Context: an optimization exercise on an open-source flow, tuned for small area. The choices shown serve that exercise and are no tape-out recipe. Only simulation tests tie the RTL to the original design; equivalence was not proved. Power is estimated from default activity; no workload was simulated.

## xenon
==> flow/design.v <==
module rising_edge_detector (
    input clk,           
    input reset_n,       
    input input_signal,  
    output rising_edge_detected  
);
reg input_signal_d1;
reg input_signal_d2;
always @(posedge clk or negedge reset_n) begin
    if (!reset_n) begin
        input_signal_d1 <= 0;
        input_signal_d2 <= 0;
    end else begin
        input_signal_d1 <= input_signal;
        input_signal_d2 <= input_signal_d1;
    end
end
assign rising_edge_detected = ~input_signal_d2 & input_signal_d1;
endmodule
module fi_channel (
    input  clk,
    input  rst,
    input  pin,
    input  ph0,       
    input  dph0,      
    input  [1:0] sph,
    input  hvalid,    
    input  frz,
    input  mstate,
    input  accept,
    output hbit,      
    output slbit      
);
wire e;
rising_edge_detector red (
    .clk(clk),
    .reset_n(rst),
    .input_signal(pin),
    .rising_edge_detected(e)
);
reg [3:0] L;
reg fH, fD, cH, cD;
reg [27:0] H;
reg [13:0] Dn;
reg [3:0] SL;
wire w   = e & (&L);
wire toD = frz | accept;
wire d0   = ~Dn[0];
wire hout = H[0] & hvalid;
wire a    = mstate & d0;
wire cHe  = ph0 ? (fH | (mstate & fD)) : cH;
wire hin  = hout ^ a ^ cHe;
wire cHn  = (hout & a) | (hout & cHe) | (a & cHe);
wire cDe  = dph0 ? (fD & frz) : cD;
wire din  = frz & (d0 ^ cDe);
always @(posedge clk or negedge rst) begin
    if (!rst)
        L <= 4'd0;
    else if (e)
        L <= L + 1'b1;
end
always @(posedge clk or negedge rst) begin
    if (!rst)
        fH <= 1'b0;
    else
        fH <= (w & ~toD) | (fH & ~ph0);
end
always @(posedge clk) begin
    cH <= cHn;
    fD <= (w & toD) | (fD & ~dph0);
    cD <= d0 & cDe;
end
always @(posedge clk) begin
    H <= {hin, H[27:1]};
    Dn <= {~din, Dn[13:1]};
    if (accept)
        SL <= L;
end
assign hbit  = hout;
assign slbit = SL[sph];
endmodule
module fastinput_in (
    input  rst,
    input  clk,
    input  [3:0] Fast,
    input  ph0,
    input  dph0,
    input  [1:0] sph,
    input  hvalid,
    input  frz,
    input  mstate,
    input  accept,
    output [3:0] hbit,
    output [3:0] slbit
);
genvar i;
generate
    for (i = 0; i < 4; i = i + 1) begin : ch
        fi_channel u (
            .clk(clk), .rst(rst), .pin(Fast[i]),
            .ph0(ph0), .dph0(dph0), .sph(sph),
            .hvalid(hvalid), .frz(frz), .mstate(mstate), .accept(accept),
            .hbit(hbit[i]), .slbit(slbit[i])
        );
    end
endgenerate
endmodule
module Receive2uart(
	input  uart_rxd,
	input  Clk,
	input  Rst,
	output is_cmd,
	output reg Rx_Done
);
reg s0_uart_rx, s1_uart_rx;
reg tmp0_uart_rx, tmp1_uart_rx;
reg uart_state;
reg [4:0] div_cnt;
reg [7:0] bps_cnt;
reg [1:0] acc;
reg match;
wire bps_Clk = uart_state && (div_cnt == 5'd3);
wire nedege = !tmp0_uart_rx & tmp1_uart_rx;
wire reject = (bps_cnt == 8'd12) && (acc == 2'd3);
wire last   = bps_cnt[7] && (&bps_cnt[4:0]);    
assign is_cmd = match;
always @(posedge Clk or negedge Rst) begin
	if (!Rst) begin
		s0_uart_rx <= 1'b0;
		s1_uart_rx <= 1'b0;
		tmp0_uart_rx <= 1'b0;
		tmp1_uart_rx <= 1'b0;
	end else begin
		s0_uart_rx <= uart_rxd;
		s1_uart_rx <= s0_uart_rx;
		tmp0_uart_rx <= s1_uart_rx;
		tmp1_uart_rx <= tmp0_uart_rx;
	end
end
always @(posedge Clk) begin
	if (uart_state && div_cnt != 5'd19)
		div_cnt <= {div_cnt[3:0], ~(div_cnt[4] ^ div_cnt[2])};
	else
		div_cnt <= 5'd0;
end
always @(posedge Clk) begin
	if (!uart_state || last || reject)
		bps_cnt <= 8'd0;
	else if (bps_Clk)
		bps_cnt <= bps_cnt + 1'b1;
end
always @(posedge Clk or negedge Rst) begin
	if (!Rst)
		Rx_Done <= 1'b0;
	else
		Rx_Done <= uart_state && last;
end
wire in_win = (bps_cnt[3:0] >= 4'd6) && (bps_cnt[3:0] <= 4'd11) && (bps_cnt != 8'd41);
wire [3:0] grp = bps_cnt[7:4];
wire exp_bit = (grp == 4'd1) || (grp == 4'd3);
wire pol = (grp == 4'd0);
wire dbit = (grp == 4'd2) ? !acc[1] : (acc != 2'd3);
always @(posedge Clk) begin
	if (bps_Clk) begin
		if (bps_cnt[3:0] == 4'd0)
			acc <= 2'd0;
		else if (in_win && s1_uart_rx == pol && acc != 2'd3)
			acc <= acc + 1'b1;
		if (bps_cnt == 8'd12)
			match <= 1'b1;
		else if (bps_cnt[3:0] == 4'd12 && grp <= 4'd8 && dbit != exp_bit)
			match <= 1'b0;
	end
end
always @(posedge Clk or negedge Rst) begin
	if (!Rst)
		uart_state <= 1'b0;
	else if (nedege)
		uart_state <= 1'b1;
	else if (Rx_Done || reject)
		uart_state <= 1'b0;
end
endmodule
module Write2uart(
	input Clk,
	input Rst,
	input Send_en,
	input nbit,
	output reg uart_txd,
	output reg TX_Done,
	output reg [3:0] q,
	output slot0
);
reg [8:0] div_cnt;
reg uart_state;
wire div_lo  = uart_state && (div_cnt[8:3] == 6'd0) && div_cnt[1] && div_cnt[0];
wire bps_clk = div_lo && !div_cnt[2];
assign slot0 = div_lo && div_cnt[2];
always @(posedge Clk or negedge Rst) begin
	if (!Rst)
		TX_Done <= 1'b0;
	else
		TX_Done <= uart_state && q10;
end
wire q10 = q[3] && q[1] && !q[0];
wire q_data = !q[3] || (!q[1] && !q[0]);    
always @(posedge Clk or negedge Rst) begin
	if (!Rst)
		uart_state <= 1'b0;
	else if (Send_en)
		uart_state <= 1'b1;
	else if (q10)
		uart_state <= 1'b0;
end
always @(posedge Clk) begin
	if (!uart_state || q10)
		q <= 4'd15;
	else if (bps_clk)
		q <= q + 1'b1;
end
always @(posedge Clk) begin
	if (uart_state && div_cnt != 9'd182)
		div_cnt <= {div_cnt[7:0], ~(div_cnt[8] ^ div_cnt[4])};
	else
		div_cnt <= 9'd0;
end
always @(posedge Clk or negedge Rst) begin
	if (!Rst)
		uart_txd <= 1'b1;
	else if (slot0) begin
		if (q == 4'd0)
			uart_txd <= 1'b0;
		else if (q_data)
			uart_txd <= nbit;
		else
			uart_txd <= 1'b1;
	end
end
endmodule
module fastinput (
    input rst,
    input clk,
	input [3:0]CheckIO,
	input  receive,
    output write
);
wire RxDone;
wire is_cmd;
wire tx_done;
wire [3:0] q;
wire slot0;
reg WriteEnable;
reg acc_d1;          
reg acc_d2;
reg [4:0] m;         
reg [4:0] php;
reg hvalid;
reg frz;
reg mstate;
reg nbit;
reg spend;
reg scarry;
reg [3:0] SumLo;
reg [3:0] SumHi;
wire accept = RxDone && !WriteEnable && is_cmd;
wire m16   = m[4] && !m[2];
wire m31   = m[4] && m[1] && m[0];
wire fresh = m[4] && !m[1] && m[0];    
wire [3:0] hbit;
wire [3:0] slbit;
wire ph0  = !php[4] && !php[3] && !php[1] && !php[0];    
wire dph0 = ph0 || (php[3:0] == 4'b0010);               
wire ph31 = (php == 5'd31);
Write2uart Write2uart(
	.Clk(clk),
	.Rst(rst),
	.Send_en(WriteEnable),
	.nbit(nbit),
	.uart_txd(write),
	.TX_Done(tx_done),
	.q(q),
	.slot0(slot0)
);
fastinput_in fastinput_in (
    .rst(rst),
    .clk(clk),
    .Fast(CheckIO),
    .ph0(ph0),
    .dph0(dph0),
    .sph(php[1:0]),
    .hvalid(hvalid),
    .frz(frz),
    .mstate(mstate),
    .accept(accept),
    .hbit(hbit),
    .slbit(slbit)
);
Receive2uart Receive2uart(
	.uart_rxd(receive),
	.Clk(clk),
	.Rst(rst),
	.is_cmd(is_cmd),
	.Rx_Done(RxDone)
);
always @(posedge clk or negedge rst) begin
	if (!rst) begin
		acc_d1 <= 1'b0;
		acc_d2 <= 1'b0;
	end else begin
		acc_d1 <= accept;
		acc_d2 <= acc_d1;
	end
end
always @(posedge clk or negedge rst) begin
	if (!rst)
		WriteEnable <= 1'b0;
	else if (acc_d2)
		WriteEnable <= 1'b1;
	else if (m16)
		WriteEnable <= 1'b0;
end
always @(posedge clk or negedge rst) begin
	if (!rst)
		m <= 5'd29;
	else if (tx_done)
		m <= (m + 1'b1) | {4'd0, fresh};
	else if (m16)
		m <= 5'd30;
end
wire unfz = (m == 5'd15) && q[3] && !q[2];
always @(posedge clk or negedge rst) begin
	if (!rst) begin
		php <= 5'd4;
		hvalid <= 1'b0;
		frz <= 1'b0;
		mstate <= 1'b0;
	end else begin
		php <= ph31 ? 5'd4 : php + 1'b1;
		if (ph31)
			hvalid <= 1'b1;
		if (accept)
			frz <= 1'b1;
		else if (ph31 && unfz)
			frz <= 1'b0;
		if (ph31)
			mstate <= frz && unfz;
	end
end
wire [1:0] c = m[3:2];
wire [1:0] j = m[1:0];
wire lowm = (php[1:0] == q[1:0]);
wire lowp = (j == 2'd0) && !q[2];
wire hm   = (php[4:2] == {j, q[2]});
reg cond;
reg src;
always @(*) begin
	if (!m[4]) begin
		cond = lowm && (lowp || hm);
		src  = lowp ? slbit[c] : hbit[c];
	end else if (m31) begin
		cond = 1'b1;
		src  = !q[2] && (q[1] ^ q[0]);    
	end else if (m[0]) begin
		cond = 1'b1;
		src  = 1'b0;
	end else begin
		cond = lowm;
		src  = q[2] ? SumHi[0] : SumLo[0];
	end
end
always @(posedge clk) begin
	if (!q[3] && cond)
		nbit <= src;
end
wire sadd = spend && !slot0 && !m[4] && (j == 2'd0) && !q[3] && cond;
wire sold = (c != 2'd0) && (q[2] ? SumHi[0] : SumLo[0]);
wire scin = (q[2:0] != 3'd0) && scarry;
wire snew = sold ^ src ^ scin;
always @(posedge clk) begin
	if (slot0)
		spend <= 1'b1;
	else if (sadd)
		spend <= 1'b0;
	if (sadd)
		scarry <= (sold & src) | (sold & scin) | (src & scin);
	SumLo <= (sadd && !q[2]) ? {snew, SumLo[3:1]} : {SumLo[0], SumLo[3:1]};
	SumHi <= (sadd &&  q[2]) ? {snew, SumHi[3:1]} : {SumHi[0], SumHi[3:1]};
end
endmodule
Settings: LEC_CHECK=0, CAP_MARGIN=20, CORE_MARGIN=2, CORE_UTILIZATION=60, PLACE_DENSITY=0.75, SLEW_MARGIN=20; clock period 10.0 ns.
standard.sh (not shown) runs the stock make flow with config.mk's settings and CLKGATE_MAP_FILE= SYNTH_SCRIPT=/design/flow/synth_recipe.tcl, a recipe that flattens the netlist after the stock synthesis.
==> flow/flow/run.sh <==
#!/bin/bash
# The standard layout (standard.sh) with these changes:
#  - synthesis: synth_recipe.tcl unchanged, except that ABC maps the logic
#    with the area-oriented mapping in flow/area.abc (amap) instead of abc_speed.script,
#    adders are left to ABC (no extract_fa, no Kogge-Stone carry map).
#    Registers are created and mapped exactly as in the standard synthesis.
#  - the port buffers that buffer_ports inserts are sky130_fd_sc_hd__buf_1
#    instead of the delay buffer it picks by default;
#  - clock tree synthesis clusters at most 11 flip-flops within 40 um per
#    sky130_fd_sc_hd__clkbuf_4 and adds no dummy loads.
# ORFS writes each step's log under orfs/logs; the make output goes to
# standard.log.
set -euo pipefail
here=$(cd "$(dirname "$0")" && pwd)

cat > synth_area.tcl <<EOS
proc abc {args} {
  set i [lsearch -exact \$args -script]
  if {\$i >= 0 && [string match *abc_speed.script [lindex \$args [expr {\$i + 1}]]]} {
    lset args [expr {\$i + 1}] $here/area.abc
  }
  puts "abc script: [lindex \$args [expr {\$i + 1}]]"
  yosys abc {*}\$args
}
proc extract_fa {args} { puts "extract_fa skipped" }
EOS
cat synth_recipe.tcl >> synth_area.tcl

export SYNTH_OPERATIONS_ARGS="-nordff"
export BUFFER_PORTS_ARGS="-buffer_cell sky130_fd_sc_hd__buf_1"
export CTS_ARGS="-sink_clustering_enable -repair_clock_nets -sink_clustering_size 11 -sink_clustering_max_diameter 40 -buf_list sky130_fd_sc_hd__clkbuf_4 -dont_use_dummy_load"
bash standard.sh SYNTH_SCRIPT=$PWD/synth_area.tcl finish > standard.log 2>&1
==> flow/flow/area.abc <==
strash
dch -f
amap -F 8 -A 20 -C 1000
### xenon -> cedar
--- a/flow/design.v
+++ b/flow/design.v
@@ -24,7 +24,7 @@
     input  ph0,       
     input  dph0,      
     input  [1:0] sph,
-    input  hvalid,    
+    input  hclr,      
     input  frz,
     input  mstate,
     input  accept,
@@ -41,18 +41,17 @@
 reg [3:0] L;
 reg fH, fD, cH, cD;
 reg [27:0] H;
-reg [13:0] Dn;
+reg [13:0] D;
 reg [3:0] SL;
 wire w   = e & (&L);
 wire toD = frz | accept;
-wire d0   = ~Dn[0];
-wire hout = H[0] & hvalid;
-wire a    = mstate & d0;
+wire hout = H[0] & ~hclr;
+wire a    = mstate & D[0];
 wire cHe  = ph0 ? (fH | (mstate & fD)) : cH;
 wire hin  = hout ^ a ^ cHe;
 wire cHn  = (hout & a) | (hout & cHe) | (a & cHe);
 wire cDe  = dph0 ? (fD & frz) : cD;
-wire din  = frz & (d0 ^ cDe);
+wire din  = frz & (D[0] ^ cDe);
 always @(posedge clk or negedge rst) begin
     if (!rst)
         L <= 4'd0;
@@ -68,11 +67,11 @@
 always @(posedge clk) begin
     cH <= cHn;
     fD <= (w & toD) | (fD & ~dph0);
-    cD <= d0 & cDe;
+    cD <= D[0] & cDe;
 end
 always @(posedge clk) begin
     H <= {hin, H[27:1]};
-    Dn <= {~din, Dn[13:1]};
+    D <= {din, D[13:1]};
     if (accept)
         SL <= L;
 end
@@ -86,7 +85,7 @@
     input  ph0,
     input  dph0,
     input  [1:0] sph,
-    input  hvalid,
+    input  hclr,
     input  frz,
     input  mstate,
     input  accept,
@@ -99,7 +98,7 @@
         fi_channel u (
             .clk(clk), .rst(rst), .pin(Fast[i]),
             .ph0(ph0), .dph0(dph0), .sph(sph),
-            .hvalid(hvalid), .frz(frz), .mstate(mstate), .accept(accept),
+            .hclr(hclr), .frz(frz), .mstate(mstate), .accept(accept),
             .hbit(hbit[i]), .slbit(slbit[i])
         );
     end
@@ -254,7 +253,7 @@
 reg acc_d2;
 reg [4:0] m;         
 reg [4:0] php;
-reg hvalid;
+reg hclr;
 reg frz;
 reg mstate;
 reg nbit;
@@ -288,7 +287,7 @@
     .ph0(ph0),
     .dph0(dph0),
     .sph(php[1:0]),
-    .hvalid(hvalid),
+    .hclr(hclr),
     .frz(frz),
     .mstate(mstate),
     .accept(accept),
@@ -331,13 +330,13 @@
 always @(posedge clk or negedge rst) begin
 	if (!rst) begin
 		php <= 5'd4;
-		hvalid <= 1'b0;
+		hclr <= 1'b1;
 		frz <= 1'b0;
 		mstate <= 1'b0;
 	end else begin
 		php <= ph31 ? 5'd4 : php + 1'b1;
 		if (ph31)
-			hvalid <= 1'b1;
+			hclr <= 1'b0;
 		if (accept)
 			frz <= 1'b1;
 		else if (ph31 && unfz)
--- outcome ---
- cedar | status: complete | timing, DRC, antenna: pass
- Comparing xenon against cedar, there is no change at all in area of the core region.
- Status: utilization parity (xenon, cedar)
- Between cedar and xenon, the final worst-path cycle share is higher for cedar.
- The die footprint was comparable across cedar and xenon.
- Per the comparison of cedar with xenon, count of nets after finishing moved up; area after synthesis level; final non-filler cell area level; setup slack moved down; placement row count level.


## alpha
// fastinput: RTL as listed in full above, without the edits since
Settings: LEC_CHECK=0, CAP_MARGIN=20, CORE_MARGIN=2, CORE_UTILIZATION=60, PLACE_DENSITY=0.75, SLEW_MARGIN=20; clock period 10.0 ns.
==> flow/flow/area.abc <==
strash
dch -f
amap -F 4 -A 10
Scripts as last shown in full above: flow/flow/run.sh
The inputs of beta differ from those of alpha as listed below.
--- a/flow/design.v
+++ b/flow/design.v
@@ -21,13 +21,13 @@
     input  clk,
     input  rst,
     input  pin,
     input  ph0,       
     input  dph0,      
     input  [1:0] sph,
-    input  hvalid,    
+    input  hclr,      
     input  frz,
     input  mstate,
     input  accept,
     output hbit,      
     output slbit      
 );
@@ -38,24 +38,23 @@
     .input_signal(pin),
     .rising_edge_detected(e)
 );
 reg [3:0] L;
 reg fH, fD, cH, cD;
 reg [27:0] H;
-reg [13:0] Dn;
+reg [13:0] D;
 reg [3:0] SL;
 wire w   = e & (&L);
 wire toD = frz | accept;
-wire d0   = ~Dn[0];
-wire hout = H[0] & hvalid;
-wire a    = mstate & d0;
+wire hout = H[0] & ~hclr;
+wire a    = mstate & D[0];
 wire cHe  = ph0 ? (fH | (mstate & fD)) : cH;
 wire hin  = hout ^ a ^ cHe;
 wire cHn  = (hout & a) | (hout & cHe) | (a & cHe);
 wire cDe  = dph0 ? (fD & frz) : cD;
-wire din  = frz & (d0 ^ cDe);
+wire din  = frz & (D[0] ^ cDe);
 always @(posedge clk or negedge rst) begin
     if (!rst)
         L <= 4'd0;
     else if (e)
         L <= L + 1'b1;
 end
@@ -65,17 +64,17 @@
     else
         fH <= (w & ~toD) | (fH & ~ph0);
 end
 always @(posedge clk) begin
     cH <= cHn;
     fD <= (w & toD) | (fD & ~dph0);
-    cD <= d0 & cDe;
+    cD <= D[0] & cDe;
 end
 always @(posedge clk) begin
     H <= {hin, H[27:1]};
-    Dn <= {~din, Dn[13:1]};
+    D <= {din, D[13:1]};
     if (accept)
         SL <= L;
 end
 assign hbit  = hout;
 assign slbit = SL[sph];
 endmodule
@@ -83,26 +82,26 @@
     input  rst,
     input  clk,
     input  [3:0] Fast,
     input  ph0,
     input  dph0,
     input  [1:0] sph,
-    input  hvalid,
+    input  hclr,
     input  frz,
     input  mstate,
     input  accept,
     output [3:0] hbit,
     output [3:0] slbit
 );
 genvar i;
 generate
     for (i = 0; i < 4; i = i + 1) begin : ch
         fi_channel u (
             .clk(clk), .rst(rst), .pin(Fast[i]),
             .ph0(ph0), .dph0(dph0), .sph(sph),
-            .hvalid(hvalid), .frz(frz), .mstate(mstate), .accept(accept),
+            .hclr(hclr), .frz(frz), .mstate(mstate), .accept(accept),
             .hbit(hbit[i]), .slbit(slbit[i])
         );
     end
 endgenerate
 endmodule
 module Receive2uart(
@@ -251,13 +250,13 @@
 wire slot0;
 reg WriteEnable;
 reg acc_d1;          
 reg acc_d2;
 reg [4:0] m;         
 reg [4:0] php;
-reg hvalid;
+reg hclr;
 reg frz;
 reg mstate;
 reg nbit;
 reg spend;
 reg scarry;
 reg [3:0] SumLo;
@@ -285,13 +284,13 @@
     .rst(rst),
     .clk(clk),
     .Fast(CheckIO),
     .ph0(ph0),
     .dph0(dph0),
     .sph(php[1:0]),
-    .hvalid(hvalid),
+    .hclr(hclr),
     .frz(frz),
     .mstate(mstate),
     .accept(accept),
     .hbit(hbit),
     .slbit(slbit)
 );
@@ -328,19 +327,19 @@
 		m <= 5'd30;
 end
 wire unfz = (m == 5'd15) && q[3] && !q[2];
 always @(posedge clk or negedge rst) begin
 	if (!rst) begin
 		php <= 5'd4;
-		hvalid <= 1'b0;
+		hclr <= 1'b1;
 		frz <= 1'b0;
 		mstate <= 1'b0;
 	end else begin
 		php <= ph31 ? 5'd4 : php + 1'b1;
 		if (ph31)
-			hvalid <= 1'b1;
+			hclr <= 1'b0;
 		if (accept)
 			frz <= 1'b1;
 		else if (ph31 && unfz)
 			frz <= 1'b0;
 		if (ph31)
 			mstate <= frz && unfz;
### Flow results
beta and alpha ended up with nearly the same wire length.
beta against alpha: number of enable flip-flop cells after synthesis ~0 delta; clock edge transition at the registers on the reported setup and hold paths ~0 delta; number of non-clock inverters in the layout +about 16%; via count of the first global-routing pass +90.
Compared to alpha, beta has cell count 5 higher.
Area growth from synthesis to layout (beta over alpha): increase, 0.34 points
beta against alpha; final area is up slightly.
Layout buffer count excluding clock buffers: alpha vs beta identical
beta vs alpha — overall power consumption rose 1.5%.
Setup WNS alpha -> beta: better

[what the ideal ports hide]
In the flow no input, the clock included, has a driving cell. The finished layouts below were timed again as built, in two steps.
Step 1: set_driving_cell puts a clkbuf_16 on clk and a buf_2 on each other input, an assumption about the parent block.
Step 2, shift: input delay + t, output delay - t, t = (earliest + latest rising clock arrival at the registers) / 2. This alone moves slack from input paths to output paths.
a / b / c = no drivers / after step 1 / after step 2; a / b = the first two.
run	t, ns	slack for setup (ns)	latest minus earliest clock arrival (ns)	slew at the worst register clock pin (ns)
xenon	0.583	6.760 / 6.727 / 7.142	0.080 / 0.080	0.11 / 0.11
cedar	0.617	6.739 / 6.707 / 7.181	0.088 / 0.087	0.11 / 0.11
alpha	0.667	6.717 / 6.679 / 7.292	0.094 / 0.095	0.11 / 0.11
beta	0.624	6.762 / 6.728 / 7.291	0.051 / 0.052	0.11 / 0.11
After both steps setup and hold are still met in every run listed.
